From an optimization exercise on the open Yosys and OpenROAD flow, aimed at a short achievable clock period and few clock cycles; shortcuts taken in it are not production practice. Function was checked by simulation only, so behaviour that the tests miss may differ from the original.

==> inputs of trial 27 <==
## processor
module processor( input         clk, reset,
                  output [31:0] PC,
                  input  [31:0] instruction,
                  output        WE,
                  output [31:0] address_to_mem,
                  output [31:0] data_to_mem,
                  input  [31:0] data_from_mem
);
export LEC_CHECK = 0
export ABC_CLOCK_PERIOD_IN_PS = 3000
export CAP_MARGIN = 20
export CORE_MARGIN = 2
export CORE_UTILIZATION = 40
export SLEW_MARGIN = 20
export TNS_END_PERCENT = 20
create_clock -name core_clock -period 11.0 [get_ports {clk}]
standard.sh (not shown) runs the stock make flow with config.mk's settings and CLKGATE_MAP_FILE= SYNTH_SCRIPT=/design/flow/synth_recipe.tcl, a recipe that flattens the netlist after the stock synthesis.
==> flow/flow/run.sh <==
#!/bin/bash
set -euo pipefail
bash standard.sh SETUP_SLACK_MARGIN=7.6 MATCH_CELL_FOOTPRINT=0 \
  "BUFFER_PORTS_ARGS=-buffer_cell sky130_fd_sc_hd__buf_4" finish > standard.log 2>&1
==> build 9 (differences from trial 27) <==
==> flow/design.v (replaced) <==
`default_nettype none
module processor( input         clk, reset,
                  output [31:0] PC,
                  input  [31:0] instruction,
                  output        WE,
                  output [31:0] address_to_mem,
                  output [31:0] data_to_mem,
                  input  [31:0] data_from_mem
);
  function [32:0] ks_add(input [31:0] x, input [31:0] y, input cin);
    reg [32:0] g, p, gn, pn;
    integer k, d;
    begin
      g = {x & y, cin};
      p = {x ^ y, 1'b0};
      for (d = 1; d < 33; d = d * 2) begin
        gn = g;
        pn = p;
        for (k = d; k < 33; k = k + 1) begin
          gn[k] = g[k] | (p[k] & g[k-d]);
          pn[k] = p[k] & p[k-d];
        end
        g = gn;
        p = pn;
      end
      ks_add = {g[32], (x ^ y) ^ g[31:0]};
    end
  endfunction
  localparam JT_BITS = 2;
  localparam JT_N    = 1 << JT_BITS;
  reg  [31:0] pc_f;
  reg         x_valid;
  reg  [31:0] x_pc, x_pc4, x_imm, x_tgt, x_a, x_b, x_s, x_pnpc;
  reg         x_ptaken;               
  reg         x_am, x_aw, x_ar, x_bm, x_bw, x_br, x_sm, x_sw, x_sr;
  reg  [4:0]  x_rs1, x_rs2, x_rd;     
  reg         x_use1, x_use2;
  reg         x_op_add, x_op_sub, x_op_and, x_op_srl, x_op_addv, x_op_avgv;
  reg         x_use_imm, x_link, x_load, x_store, x_beq, x_blt, x_jal, x_jalr;
  reg         m_valid, m_we, m_load;
  reg  [4:0]  m_rd;
  reg  [31:0] m_res, m_sdata;
  reg  [4:0]  w_rd;
  reg  [31:0] w_val;
  reg  [31:0] rf [1:31];
  reg         jt_v   [0:JT_N-1];      
  reg  [31:0] jt_tgt [0:JT_N-1];
  reg               u_valid;           
  reg [JT_BITS-1:0] u_idx;
  reg  [31:0]       u_tgt;
  wire [31:0] ins    = instruction;
  wire [6:0]  opcode = ins[6:0];
  wire [2:0]  f3     = ins[14:12];
  wire [4:0]  rs1    = ins[19:15];
  wire [4:0]  rs2    = ins[24:20];
  wire [4:0]  rd     = ins[11:7];
  wire d_r    = opcode == 7'b0110011;
  wire d_v    = opcode == 7'b0001011;
  wire d_addi = opcode == 7'b0010011;
  wire d_lw   = opcode == 7'b0000011;
  wire d_sw   = opcode == 7'b0100011;
  wire d_br   = opcode == 7'b1100011;
  wire d_jal  = opcode == 7'b1101111;
  wire d_jalr = opcode == 7'b1100111;
  wire d_wr      = d_r | d_v | d_addi | d_lw | d_jal | d_jalr;
  wire d_use_imm = d_addi | d_lw | d_sw | d_jalr;
  wire d_use1    = !d_jal;
  wire d_use2    = d_r | d_v | d_sw | d_br;
  wire [31:0] imm_i = {{20{ins[31]}}, ins[31:20]};
  wire [31:0] imm_s = {{20{ins[31]}}, ins[31:25], ins[11:7]};
  wire [31:0] imm_b = {{20{ins[31]}}, ins[7], ins[30:25], ins[11:8], 1'b0};
  wire [31:0] imm_j = {{12{ins[31]}}, ins[19:12], ins[20], ins[30:21], 1'b0};
  wire [31:0] d_imm = d_sw ? imm_s : d_br ? imm_b : d_jal ? imm_j : imm_i;
  reg  [31:0] rf_a, rf_b;
  integer r;
  always @(*) begin
    rf_a = 32'd0;
    rf_b = 32'd0;
    for (r = 1; r < 32; r = r + 1) begin
      rf_a = rf_a | ({32{rs1 == r}} & rf[r]);
      rf_b = rf_b | ({32{rs2 == r}} & rf[r]);
    end
  end
  wire fx_1 = x_valid && (x_rd != 5'd0) && (x_rd == rs1);
  wire fm_1 = m_valid && (m_rd != 5'd0) && (m_rd == rs1);
  wire fx_2 = x_valid && (x_rd != 5'd0) && (x_rd == rs2);
  wire fm_2 = m_valid && (m_rd != 5'd0) && (m_rd == rs2);
  wire [31:0] f_pc4 = pc_f + 32'd4;
  wire [32:0] f_tj  = ks_add(pc_f, imm_j, 1'b0);
  wire [32:0] f_tb  = ks_add(pc_f, imm_b, 1'b0);
  wire [JT_BITS-1:0] f_idx = pc_f[JT_BITS+1:2];
  wire        f_jr  = d_jalr && jt_v[f_idx];
  wire        f_bt  = d_br && ins[31];           
  wire        f_ptaken = d_jal || f_bt || f_jr;
  wire [31:0] f_pnpc = d_jal ? f_tj[31:0] :
                       f_bt  ? f_tb[31:0] :
                       f_jr  ? jt_tgt[f_idx] : f_pc4;
  wire [31:0] a  = ({32{x_am}} & m_res) | ({32{x_aw}} & w_val) | ({32{x_ar}} & x_a);
  wire [31:0] b  = ({32{x_bm}} & m_res) | ({32{x_bw}} & w_val) | ({32{x_br}} & x_b);
  wire [31:0] sd = ({32{x_sm}} & m_res) | ({32{x_sw}} & w_val) | ({32{x_sr}} & x_s);
  wire stall = x_valid && m_load && ((x_am && x_use1) || (x_sm && x_use2));
  wire sm_1 = m_valid && (m_rd != 5'd0) && (m_rd == x_rs1);
  wire sm_2 = m_valid && (m_rd != 5'd0) && (m_rd == x_rs2);
  wire [32:0] sum_c  = ks_add(a, b, 1'b0);
  wire [32:0] diff_c = ks_add(a, ~b, 1'b1);
  wire [31:0] sum  = sum_c[31:0];
  wire [31:0] diff = diff_c[31:0];
  wire [31:0] andv = a & b;
  wire [31:0] srlv = a >> b[4:0];
  wire [7:0]  v0 = a[7:0]   + b[7:0];
  wire [7:0]  v1 = a[15:8]  + b[15:8];
  wire [7:0]  v2 = a[23:16] + b[23:16];
  wire [7:0]  v3 = a[31:24] + b[31:24];
  wire [31:0] addv = {v3, v2, v1, v0};
  wire [31:0] avgv = {1'b0, v3[7:1], 1'b0, v2[7:1], 1'b0, v1[7:1], 1'b0, v0[7:1]};
  wire [31:0] alu = ({32{x_op_add}}  & sum)
                  | ({32{x_op_sub}}  & diff)
                  | ({32{x_op_and}}  & andv)
                  | ({32{x_op_srl}}  & srlv)
                  | ({32{x_op_addv}} & addv)
                  | ({32{x_op_avgv}} & avgv)
                  | ({32{x_link}}    & x_pc4);
  wire eq = (a == b);
  wire lt = (a[31] != b[31]) ? a[31] : diff[31];
  wire taken = x_jal || (x_beq && eq) || (x_blt && lt);    
  wire [31:0] cr = a ^ x_imm ^ x_pnpc;
  wire [31:0] cg = (a & x_imm) | ((a | x_imm) & ~x_pnpc);
  wire jalr_ok = !cr[0] && (cr[31:1] == cg[30:0]);
  wire mis = x_valid && !stall && (x_jalr ? !jalr_ok : (taken != x_ptaken));
  wire [31:0] redirect = x_jalr ? sum : taken ? x_tgt : x_pc4;
  wire x_go = x_valid && !stall;      
  assign PC             = pc_f;
  assign WE             = m_we;
  assign address_to_mem = m_res;
  assign data_to_mem    = m_sdata;
  wire [31:0] wb = m_load ? data_from_mem : m_res;
  integer i;
  always @(posedge clk) begin
    if (m_valid && m_rd != 5'd0)
      rf[m_rd] <= wb;
  end
  always @(posedge clk) begin
    if (!stall) begin
      x_pc       <= pc_f;
      x_pc4      <= f_pc4;
      x_pnpc     <= f_pnpc;
      x_ptaken   <= f_ptaken;
      x_imm      <= d_imm;
      x_tgt      <= d_jal ? f_tj[31:0] : f_tb[31:0];
      x_a        <= rf_a;
      x_b        <= d_use_imm ? d_imm : rf_b;
      x_s        <= rf_b;
      x_am       <= fx_1;
      x_aw       <= !fx_1 && fm_1;
      x_ar       <= !fx_1 && !fm_1;
      x_bm       <= !d_use_imm && fx_2;
      x_bw       <= !d_use_imm && !fx_2 && fm_2;
      x_br       <= d_use_imm || (!fx_2 && !fm_2);
      x_sm       <= fx_2;
      x_sw       <= !fx_2 && fm_2;
      x_sr       <= !fx_2 && !fm_2;
      x_rs1      <= rs1;
      x_rs2      <= rs2;
      x_rd       <= d_wr ? rd : 5'd0;
      x_use1     <= d_use1;
      x_use2     <= d_use2;
      x_op_add   <= (d_r && f3 == 3'b000 && !ins[30]) || d_addi || d_lw || d_sw;
      x_op_sub   <= d_r && f3 == 3'b000 && ins[30];
      x_op_and   <= d_r && f3 == 3'b111;
      x_op_srl   <= d_r && f3 == 3'b101;
      x_op_addv  <= d_v && !f3[0];
      x_op_avgv  <= d_v && f3[0];
      x_use_imm  <= d_use_imm;
      x_link     <= d_jal | d_jalr;
      x_load     <= d_lw;
      x_store    <= d_sw;
      x_beq      <= d_br && f3 == 3'b000;
      x_blt      <= d_br && f3 == 3'b100;
      x_jal      <= d_jal;
      x_jalr     <= d_jalr;
    end else begin
      x_a  <= a;
      x_b  <= b;
      x_s  <= sd;
      x_am <= 1'b0;
      x_aw <= sm_1;
      x_ar <= !sm_1;
      x_bm <= 1'b0;
      x_bw <= !x_use_imm && sm_2;
      x_br <= x_use_imm || !sm_2;
      x_sm <= 1'b0;
      x_sw <= sm_2;
      x_sr <= !sm_2;
    end
    m_res   <= alu;
    m_sdata <= sd;
    w_val   <= wb;
    u_idx   <= x_pc[JT_BITS+1:2];
    u_tgt   <= sum;
    if (u_valid)
      jt_tgt[u_idx] <= u_tgt;
  end
  always @(posedge clk) begin
    if (reset) begin
      pc_f    <= 32'd0;
      x_valid <= 1'b0;
      m_valid <= 1'b0;
      m_we    <= 1'b0;
      m_load  <= 1'b0;
      m_rd    <= 5'd0;
      w_rd    <= 5'd0;
      u_valid <= 1'b0;
      for (i = 0; i < JT_N; i = i + 1)
        jt_v[i] <= 1'b0;
    end else begin
      if (mis)
        pc_f <= redirect;
      else if (!stall)
        pc_f <= f_pnpc;
      if (mis)
        x_valid <= 1'b0;
      else if (!stall)
        x_valid <= 1'b1;
      m_valid <= x_go;
      m_we    <= x_go && x_store;
      m_load  <= x_go && x_load;
      m_rd    <= x_go ? x_rd : 5'd0;
      w_rd    <= m_valid ? m_rd : 5'd0;
      u_valid <= x_go && x_jalr;
      if (u_valid)
        jt_v[u_idx] <= 1'b1;
    end
  end
endmodule
`default_nettype wire
==> flow/flow/run.sh (replaced) <==
#!/bin/bash
set -euo pipefail
bash standard.sh SETUP_SLACK_MARGIN=7.4 MATCH_CELL_FOOTPRINT=0 \
  "BUFFER_PORTS_ARGS=-buffer_cell sky130_fd_sc_hd__buf_4" finish > standard.log 2>&1
==> trial 50 (differences from trial 27) <==
--- a/flow/design.v
+++ b/flow/design.v
@@ -26,13 +26,12 @@
       ks_add = {g[32], (x ^ y) ^ g[31:0]};
     end
   endfunction
   localparam JT_BITS = 2;
   localparam JT_N    = 1 << JT_BITS;
   reg  [31:0] pc_f;
-  reg  [31:0] pc_o;                   
   reg         x_valid;
   reg  [31:0] x_pc, x_pc4, x_imm, x_tgt, x_pnpc;
   reg         x_ptaken;               
   reg  [31:0] x_ca0, x_ca1, x_ca2, x_ca3, x_cb0, x_cb1, x_cb2, x_cb3;
   reg  [31:0] x_afv, x_bfv, x_sfv;
   reg  [5:0]  x_asel, x_bsel, x_ssel;
@@ -40,18 +39,15 @@
   reg         x_use1, x_use2;
   reg         x_op_add, x_op_sub, x_op_and, x_op_srl, x_op_addv, x_op_avgv;
   reg         x_use_imm, x_link, x_load, x_store, x_beq, x_blt, x_jal, x_jalr;
   reg         m_valid, m_we, m_load;
   reg  [4:0]  m_rd;
   reg  [31:0] m_res, m_sdata;
-  reg  [31:0] m_addr;                 
   reg  [31:0] rf [1:31];
   reg         jt_v   [0:JT_N-1];      
   reg  [31:0] jt_tgt [0:JT_N-1];
-  reg         lr_v;                   
-  reg  [31:0] lr;
   reg               u_valid;           
   reg [JT_BITS-1:0] u_idx;
   reg  [31:0]       u_tgt;
   wire [31:0] ins    = instruction;
   wire [6:0]  opcode = ins[6:0];
   wire [2:0]  f3     = ins[14:12];
@@ -94,23 +90,18 @@
   wire [3:0] oh1  = 4'b0001 << rs1[1:0];
   wire [3:0] oh2  = 4'b0001 << rs2[1:0];
   wire [31:0] f_pc4 = pc_f + 32'd4;
   wire [31:0] f_tj  = pc_f + imm_j;
   wire [31:0] f_tb  = pc_f + imm_b;
   wire [JT_BITS-1:0] f_idx = pc_f[JT_BITS+1:2];
-  wire        f_ret = (rd == 5'd0) && lr_v;
-  wire        f_jr  = d_jalr && (f_ret || jt_v[f_idx]);
-  wire [31:0] f_jrt = f_ret ? lr : jt_tgt[f_idx];
+  wire        f_jr  = d_jalr && jt_v[f_idx];
   wire        f_bt  = d_br && ins[31];           
   wire        f_ptaken = d_jal || f_bt || f_jr;
   wire [31:0] f_pnpc = d_jal ? f_tj :
                        f_bt  ? f_tb :
-                       f_jr  ? f_jrt : f_pc4;
-  wire [31:0] f_pnpc_o = f_jr  ? f_jrt :
-                         f_bt  ? f_tb :
-                         d_jal ? f_tj : f_pc4;
+                       f_jr  ? jt_tgt[f_idx] : f_pc4;
   function [31:0] pick6(input [5:0] sel, input [31:0] c0, input [31:0] c1,
                         input [31:0] c2, input [31:0] c3, input [31:0] v,
                         input [31:0] m);
     pick6 = ({32{sel[0]}} & c0) | ({32{sel[1]}} & c1) | ({32{sel[2]}} & c2) |
             ({32{sel[3]}} & c3) | ({32{sel[4]}} & v)  | ({32{sel[5]}} & m);
   endfunction
@@ -145,15 +136,15 @@
   wire [31:0] cr = a ^ x_imm ^ x_pnpc;
   wire [31:0] cg = (a & x_imm) | ((a | x_imm) & ~x_pnpc);
   wire jalr_ok = !cr[0] && (cr[31:1] == cg[30:0]);
   wire mis = x_valid && !stall && (x_jalr ? !jalr_ok : (taken != x_ptaken));
   wire [31:0] redirect = x_jalr ? sum : x_ptaken ? x_pc4 : x_tgt;
   wire x_go = x_valid && !stall;      
-  assign PC             = pc_o;
+  assign PC             = pc_f;
   assign WE             = m_we;
-  assign address_to_mem = m_addr;
+  assign address_to_mem = m_res;
   assign data_to_mem    = m_sdata;
   wire [31:0] wb = m_load ? data_from_mem : m_res;
   integer i;
   always @(posedge clk) begin
     if (m_valid && m_rd != 5'd0)
       rf[m_rd] <= wb;
@@ -211,53 +202,42 @@
       if (sm_2) begin
         x_ssel <= 6'b010000;
         x_sfv  <= wb;
       end
     end
     m_res   <= alu;
-    m_addr  <= sum;
     m_sdata <= sd;
-    if (x_go && x_link && x_rd != 5'd0)
-      lr <= x_pc4;
     u_idx   <= x_pc[JT_BITS+1:2];
     u_tgt   <= sum;
     if (u_valid)
       jt_tgt[u_idx] <= u_tgt;
   end
   always @(posedge clk) begin
     if (reset) begin
       pc_f    <= 32'd0;
-      pc_o    <= 32'd0;
       x_valid <= 1'b0;
       m_valid <= 1'b0;
       m_we    <= 1'b0;
       m_load  <= 1'b0;
       m_rd    <= 5'd0;
       u_valid <= 1'b0;
-      lr_v    <= 1'b0;
       for (i = 0; i < JT_N; i = i + 1)
         jt_v[i] <= 1'b0;
     end else begin
       if (mis)
         pc_f <= redirect;
       else if (!stall)
         pc_f <= f_pnpc;
       if (mis)
-        pc_o <= redirect;
-      else if (!stall)
-        pc_o <= f_pnpc_o;
-      if (mis)
         x_valid <= 1'b0;
       else if (!stall)
         x_valid <= 1'b1;
       m_valid <= x_go;
       m_we    <= x_go && x_store;
       m_load  <= x_go && x_load;
       m_rd    <= x_go ? x_rd : 5'd0;
-      if (x_go && x_link && x_rd != 5'd0)
-        lr_v <= 1'b1;
       u_valid <= x_go && x_jalr;
       if (u_valid)
         jt_v[u_idx] <= 1'b1;
     end
   end
 endmodule
==> qor.tcl <==
set qor(result_of_the_run) {finished clean}
set qor(clock-sinks) 1553
set qor(m1_wire_length_um) 118000
set qor(multi_input_cells) 3721
set qor(data_arrival_time_at_the_worst_slack_endpoint_ns) 5.66
set qor(fin_crit_sh_pct) 44.6
set qor(finish.cell_count_without_fillers) 8727
set qor(fp.dieW_um) 431
set qor(clock_area_share_pct) 6.48
# the run above: build 9

==> qor.tcl <==
set qor(data_arrival_time_at_the_worst_slack_endpoint_ns) 5.04
set qor(count_leader_synth) {sky130_fd_sc_hd__edfxtp_1}
set qor(clock-sinks) 1851
set qor(clock_area_share_pct) 5.91
set qor(fp.dieW_um) 466
set qor(m1_wire_length_um) 133000
set qor(result_of_the_run) {finished clean}
set qor(fin_crit_sh_pct) 39.0
set qor(finish.cell_count_without_fillers) 9888
# the run above: trial 27

==> qor.tcl <==
set qor(fp.dieW_um) 458
set qor(clock-sinks) 1786
set qor(data_arrival_time_at_the_worst_slack_endpoint_ns) 4.94
set qor(inverters_excl_clock) 165
set qor(fin_crit_sh_pct) 38.6
set qor(clock_area_share_pct) 6.29
set qor(finish.cell_count_without_fillers) 9498
set qor(multi_input_cells) 3870
set qor(m1_wire_length_um) 127000
set qor(result_of_the_run) {finished clean}
# the run above: trial 50

Testbench counts of trial 27, summed over its fixed seeds: cycles 52,347.
Testbench counts of build 9, summed over its fixed seeds: cycles 52,909.
Testbench counts of trial 50, summed over its fixed seeds: cycles 52,909.

[port drivers added, routing unchanged]
Ports are ideal in the flow. The routed layouts listed here were re-timed in OpenROAD.
Step 1 assumes that a clkbuf_16 drives the clock port and a buf_2 every other input.
Step 2 also shifts input and output timing later by t, the mid clock arrival at the registers, as if the neighbouring blocks saw the same clock.
Slacks: no drivers / after step 1 / after step 2; pairs: no drivers / after step 1.
run	t, ns	setup slack, ns	hold slack, ns	worst setup path after step 2
trial 27	0.947	6.715 / 6.669 / 5.723	0.353 / 0.353 / 0.353	input to register
build 9	0.949	6.090 / 6.090 / 5.606	0.339 / 0.339 / 0.339	input to register
trial 50	0.938	6.751 / 6.608 / 5.670	0.344 / 0.344 / 0.344	input to register
After both steps every run listed still meets setup and hold. For trial 50, which loses most, drivers alone change the setup slack by -0.143 ns; drivers and shift together by -1.081 ns.
